Context: an optimization exercise on an open-source flow, tuned for small area and a short achievable clock period. The choices shown serve that exercise and are no tape-out recipe. In this exercise RTL edits were held to simulation tests only and were not proved equivalent to the original.

## flow/design.v (module list and top-level ports; edited modules follow where they fit)
// module ALU_top: 26 lines
// module FA: 6 lines
// module XNR2: 5 lines
// module OR2: 5 lines
// module XOR2: 5 lines
// module NOR2: 5 lines
// module DN9: 5 lines
// module PPN3: 5 lines
// module HAP: 6 lines
// module INV: 5 lines
// module AOI21: 5 lines
// module OAI21: 5 lines
// module NAND2: 5 lines
// module BSEL: 5 lines
// module PPN: 5 lines
// module ALU: 2697 lines
module ALU_top (clk, A, B, sel, Cin, Y, Cout, Negative, Zero, Overflow);
  // ...
==> flow/flow/run.sh <==
#!/bin/bash
# Own layout flow: the standard flow (standard.sh) with three changes.
#  1. Synthesis: the standard synthesis script, except that the final ABC
#     technology mapping uses flow/abc_area_map.script (area-oriented "map -a"
#     instead of "map -B 0.9" with buffering/upsizing). Registers, fsm/share
#     skipping, flattening and renaming are those of synth_recipe.tcl.
#  2. The timing repair after CTS aims for 10 ns of setup slack
#     (SETUP_SLACK_MARGIN); the clock period and constraints are unchanged.
#  3. After global routing only the design (slew/cap) repair and hold repair
#     run: the setup margin there is 0, so no further setup-driven upsizing.
#  4. Port buffers are sky130_fd_sc_hd__buf_1 (every port still gets one).
# Each tool's output is in orfs/logs/ and the whole run's in run_*.log here.
set -euo pipefail
here=$(pwd)
cp flow/abc_area_map.script "$here/abc_area_map.script"
{
  echo 'proc abc {args} {'
  echo '  set i [lsearch -exact $args -script]'
  echo "  if {\$i >= 0} { lset args [expr {\$i + 1}] $here/abc_area_map.script }"
  echo '  yosys abc {*}$args'
  echo '}'
  cat synth_recipe.tcl
} > my_synth.tcl
sed "s|SYNTH_SCRIPT=[^ ]*|SYNTH_SCRIPT=$here/my_synth.tcl|" standard.sh > my_standard.sh
grep -q "SYNTH_SCRIPT=$here/my_synth.tcl" my_standard.sh
echo "export BUFFER_PORTS_ARGS = -buffer_cell sky130_fd_sc_hd__buf_1" >> config.mk
bash my_standard.sh cts SETUP_SLACK_MARGIN=10 > run_to_cts.log 2>&1
bash my_standard.sh finish SETUP_SLACK_MARGIN=0 > run_finish.log 2>&1
==> flow/flow/abc_area_map.script <==
strash
dch
map -a
topo
stime -c
==> flow/standard.sh <==
#!/bin/bash
# synth_recipe.tcl (not shown) runs the flow's synth.tcl, then flattens the netlist and writes it again
# the make line also repeats each setting of config.mk as NAME=value (left out here)
make -C /OpenROAD-flow-scripts/flow DESIGN_CONFIG=/design/flow/config.mk WORK_HOME=/design/flow/orfs CLKGATE_MAP_FILE= SYNTH_SCRIPT=/design/flow/synth_recipe.tcl "${@:-finish}"
==> flow/config.mk <==
export PLATFORM = sky130hd
export DESIGN_NAME = ALU_top
export DESIGN_NICKNAME = ALU_top
export VERILOG_FILES = /design/flow/design.v
export SDC_FILE = /design/flow/constraint.sdc
export NUM_CORES = 4
export LEC_CHECK = 0
export CAP_MARGIN = 40
export CORE_MARGIN = 2
export CORE_UTILIZATION = 55
export SLEW_MARGIN = 40
export SYNTH_HIERARCHICAL = 1
export BUFFER_PORTS_ARGS = -buffer_cell sky130_fd_sc_hd__buf_1
==> flow/constraint.sdc <==
create_clock -name core_clock -period 17.0 [get_ports {clk}]
set_input_delay 3.4000 -clock core_clock [delete_from_list [all_inputs] [get_ports {clk}]]
set_output_delay 3.4000 -clock core_clock [all_outputs]
set_load 0.01 [all_outputs]
==> results.py, run 1 <==
metrics = {
    "global_routing": {
        "globalRouteMet3Util_pct": 15.8,
    },
    "floorplan": {
        "die_area_sq_um": 46300,
        "pin_count": 106,
    },
    "critical_path": {
        "cp-startpoint": "sel_q[3]",
        "reg2reg_start": "sel_q[3]",
        "crit_path_max_fanout": 26,
    },
    "routing": {
        "routedWlPerCell_um": 26.9,
        "drt_pre_antenna_iters": 7,
    },
    "cells_and_area": {
        "clock_area_share_pct": 1.09,
        "filler_cell_count": 4027,
        "seq_share_pct": 7.46,
        "buffers": 239,
        "layout-drive-gt1-share_pct": 12.2,
        "inverters_excl_clock": 286,
        "insertedDiodeCount": 1,
        "final_net_count": 3921,
    },
    "synthesis": {
        "ys_types": 36,
        "area_share_of_fa_ha_maj_cells_after_synthesis_pct": 26.8,
        "seq_area_frac_synth_pct": 8.58,
        "synth_async_sr_flop_share_pct": 0,
    },
    "placement": {
        "place.detailed.hpwl_um": 82900,
        "gp_congestion": 1.10,
    },
    "sta": {
        "finalHoldWorstSlack_ns": 0.592,
    },
    "hold_path": {
        "worst_hold_startpoint": "sel_q[1]",
    },
    "clock_network": {
        "htree_levels": 3,
        "clkSinkCount": 105,
        "cts_buffers": 9,
    },
    "outcome": {
        "status": "no timing/DRC/antenna violations",
    },
}
==> run 2, diff against run 1 <==
--- a/flow/config.mk
+++ b/flow/config.mk
@@ -7,7 +7,7 @@
 export LEC_CHECK = 0
 export CAP_MARGIN = 40
 export CORE_MARGIN = 2
-export CORE_UTILIZATION = 55
+export CORE_UTILIZATION = 60
 export SLEW_MARGIN = 40
 export SYNTH_HIERARCHICAL = 1
 export BUFFER_PORTS_ARGS = -buffer_cell sky130_fd_sc_hd__buf_1
==> results.py, run 2 <==
metrics = {
    "critical_path": {
        "data_required_time_at_the_worst_endpoint_ns": 17.30,
        "crit_path_max_fanout": 26,
        "reg2reg_start": "sel_q[3]",
        "sort_of_element_at_the_end_of_the_critical_path": "flop",
        "reg2regPathDepth": 33,
        "worstPathArrival_ns": 7.83,
        "critPathKind": "flop to flop",
        "worstSetupStartpointType": "flop",
        "crit-reg2reg-capture": "Zero",
        "reg2reg_slack_ns": 9.46,
        "path_common_cell": "sky130_fd_sc_hd__clkinv_1",
        "critical_path.slowest_cell": "sky130_fd_sc_hd__a21oi_1",
        "cp-startpoint": "sel_q[3]",
        "max_stage_delay_ns": 0.75,
        "timing.critical_path.to": "Zero",
    },
    "clock_network": {
        "cts_tree": "built",
        "htree_levels": 3,
        "clock_latency_reported_for_the_late_side_of_the_worst_skew_pair_ns": 0.39,
        "cts_buffers": 9,
        "cts-root-to-sink-buffers": 2,
        "worst_setup_hold_path_clk_slew_ns": 0.09,
        "clkSinkCount": 105,
        "clock_tree.root_cell": "sky130_fd_sc_hd__clkbuf_16",
    },
    "sta": {
        "hold_viol": 0,
        "final_max_slew_viol_count": 0,
        "rsz0062_at_grt": "no",
        "slew_at_the_pin_closest_to_its_max_slew_limit_ns": 0.960,
        "setup_total_negative_slack_ns": 0,
        "finClkSkew_ns": 0.0156,
        "final_period_util_pct": 44.3,
        "max_freq_ghz": 0.133,
        "worst_setup_margin_ns": 9.46,
        "timing.slew.headroom_pct": 36.0,
        "setup_viol_count_final": 0,
        "final.min_clock_period_ns": 7.54,
    },
    "synthesis": {
        "synth_ff_type": "sky130_fd_sc_hd__dfxtp_1",
        "synthMostInstantiatedCell": "sky130_fd_sc_hd__xor2_1",
        "synthDominantCellAreaShare_pct": 21.4,
        "ys_types": 36,
        "synth.ff_latch_count": 105,
        "synth_enable_flop_cells": 0,
        "synth_area_sq_um": 24500,
        "synth_async_sr_flop_share_pct": 0,
        "seq_area_frac_synth_pct": 8.58,
        "synthTopCellsByArea": "sky130_fd_sc_hd__fa_1 (21%), sky130_fd_sc_hd__xor2_1 (16%), sky130_fd_sc_hd__a22oi_1 (9.3%), sky130_fd_sc_hd__dfxtp_1 (8.6%), sky130_fd_sc_hd__nand2_1 (6.3%)",
        "ys_warn_count": 8,
        "synth_commonest_cells": "sky130_fd_sc_hd__xor2_1 (442), sky130_fd_sc_hd__nand2_1 (408), sky130_fd_sc_hd__nor2_1 (337)",
        "synthesis.instances": 3224,
        "netlist.top_cell.by_area": "sky130_fd_sc_hd__fa_1",
        "postSynthAreaPerCell_sq_um": 7.60,
    },
    "cells_and_area": {
        "biggestRegsByFlops": "Y (32), a_q (32), b_q (32)",
        "final_net_count": 3946,
        "layout_common_cells": "sky130_fd_sc_hd__xor2_1 (405), sky130_fd_sc_hd__nand2_1 (389), sky130_fd_sc_hd__a22oi_1 (304)",
        "areaGrowthSynthToFinish_pct": 18.4,
        "layout-drive-gt1-share_pct": 13.5,
        "filler_cell_count": 3235,
        "mostFrequentLayoutCell": "sky130_fd_sc_hd__xor2_1",
    },
    "routing": {
        "vias": 28200,
        "route.final.wire_length_um": 111000,
        "number_of_nets_still_failing_antenna_checks_after_routing": 0,
        "drt_pre_antenna_iters": 10,
        "routedWlPerCell_um": 27.4,
        "detailedRoute.firstIterationViolations": 3639,
        "remaining_drc_errors": 0,
        "drt-vias-per-instance": 6.96,
    },
    "placement": {
        "numPortBuffers": 105,
        "placement.setup.worst_slack_ns": 7.88,
        "gp_congestion": 1.13,
        "place.detailed.hpwl_um": 83100,
    },
    "outcome": {
        "status": "no timing/DRC/antenna violations",
    },
    "floorplan": {
        "pin_count": 106,
        "floorplan.core_area_sq_um": 40600,
        "die_area_sq_um": 42500,
        "initial_utilization_pct": 60.4,
        "fp.dieW_um": 206,
        "num_rows": 74,
        "die_y_um": 206,
    },
    "global_routing": {
        "pin_count_of_the_biggest_net_entering_global_routing": 45,
        "antenna_found_initial": 4,
        "grt_usage_pct": 52.1,
        "grt_first_pass_wirelength_um": 166000,
        "global_route.overflow_total": 0,
        "grt_pass1_vias": 28400,
    },
    "hold_path": {
        "hold_class": "flop to flop",
    },
    "job": {
        "maxCapViolCount": 0,
    },
}
==> run 2: cell counts after synthesis <==
No cell type changed its count.
==> run 2: through the flow <==
| stage | area, sq um | hold WS [ns] | cells | util, % |
|---|---|---|---|---|
| floorplan | 25000 | 0.528 | 3228 | - |
| global placement | 26500 | 0.593 | 3924 | 65.4 |
| detailed placement | 26700 | 0.599 | 3932 | 65.7 |
| CTS | 29000 | 0.578 | 4045 | 71.4 |
| global route | 29000 | 0.616 | 4046 | 71.5 |
| finish | 29000 | 0.587 | 4047 | 71.6 |
==> run 2: critical path: cells and delay by family (launching register included) <==
kind,cells,cell delay (ns)
AO/OA/AOI/OAI,11,3.15
XOR/XNOR,2,0.52
adder cells (fa/ha/maj),1,0.35
buffers and inverters,8,1.54
flip-flops,1,0.42
AND/OR/NAND/NOR,11,1.42
==> run 2: kinds of logic (layout without fill, tap and decap cells) <==
kind of cell / Yosys count / after routing / synth area share [%]
AOI/OAI and AO/OA: 985 / 987 / 24.7
xor gates and xnor gates: 553 / 554 / 19.8
adders and majority gates: 367 / 367 / 26.8
buffers and inverters: 286 / 568 / 4.38
DFF: 105 / 105 / 8.58
muxes: 10 / 10 / 0.409
other: 1 / 6 / 0.0153
and+or+nand+nor: 917 / 918 / 15.3
==> run 2: area by class of cell <==
cell class              instances  area [sq um]  share of cell area (%)
clock buffers                  10           239                   0.824
clock inverters                 6          83.8                   0.289
repair inverters                1          5.00                  0.0172
flip-flops and latches        105          2140                    7.39
multi-input cells            2841         22700                    78.1
well taps                     532           666                    2.29
diodes                          1          2.50                 0.00862
repair buffers                265          1990                    6.85
inverters                     286          1220                    4.20
==> run 2: what timing repair did <==
action                     in CTS  in global routing
setup endpoints to repair      35                  0
buffers inserted               85                  0
hold buffers                    0                  0
gates resized for setup       268                  0
==> run 2: worst min path at each step <==
stage	depth (start not counted)	slack, ns	from	endpoint
floorplan	2	0.53	a_q[25]	Y[26]
global placement	2	0.59	a_q[29]	Y[30]
detailed placement	2	0.60	a_q[29]	Y[30]
CTS	1	0.58	sel_q[1]	Negative
global route	1	0.62	sel_q[1]	Negative
finish	1	0.59	sel_q[1]	Negative
==> run 2: modules after synthesis, one instance, submodules excluded <==
module   cell area (sq um)  times used  cells inside
ALU                  11900           1          1945
ALU_top               2100           1           105
FA                    20.0         253             1
HAP                   12.5          12             1
DN9                   8.76           4             2
XNR2                  8.76          33             1
XOR2                  8.76          52             1
BSEL                  7.51         300             1
OR2                   6.26          33             1
AOI21                 5.00         120             1
OAI21                 5.00          99             1
INV                   3.75          20             1
NAND2                 3.75          99             1
NOR2                  3.75         121             1
PPN                   3.75          24             1
==> run 2: routing by layer <==
layer / share of wire [%] / vias to the layer above / track usage, %
li1: - / 11800 / -
met1: 33 / 13100 / 57.2
met2: 43 / 2369 / 79.7
met3: 13 / 897 / 17.1
met4: 11 / 2 / 48.5
met5: 0.0072 / - / 0.476

## static timing again, ports no longer ideal
In the flow no input, the clock included, has a driving cell. The finished layouts below were timed again as built, in two steps.
Step 1, drivers: a clkbuf_16 drives clk and a buf_2 each remaining input, both assumed.
Step 2 times the ports against the registers' clock, not the clock port: input delays grow and output delays shrink by t, the midpoint of the rising clock arrivals with the driver on.
Three values: no drivers, after step 1, after step 2; two values: the first two.
run | shift t [ns] | setup WS [ns] | worst data-port slew with drivers (ns)
run 1 | 0.443 | 9.515 / 9.515 / 9.515 | 0.04
run 2 | 0.435 | 9.463 / 9.463 / 9.463 | 0.05
After both steps setup and hold are still met in every run listed.
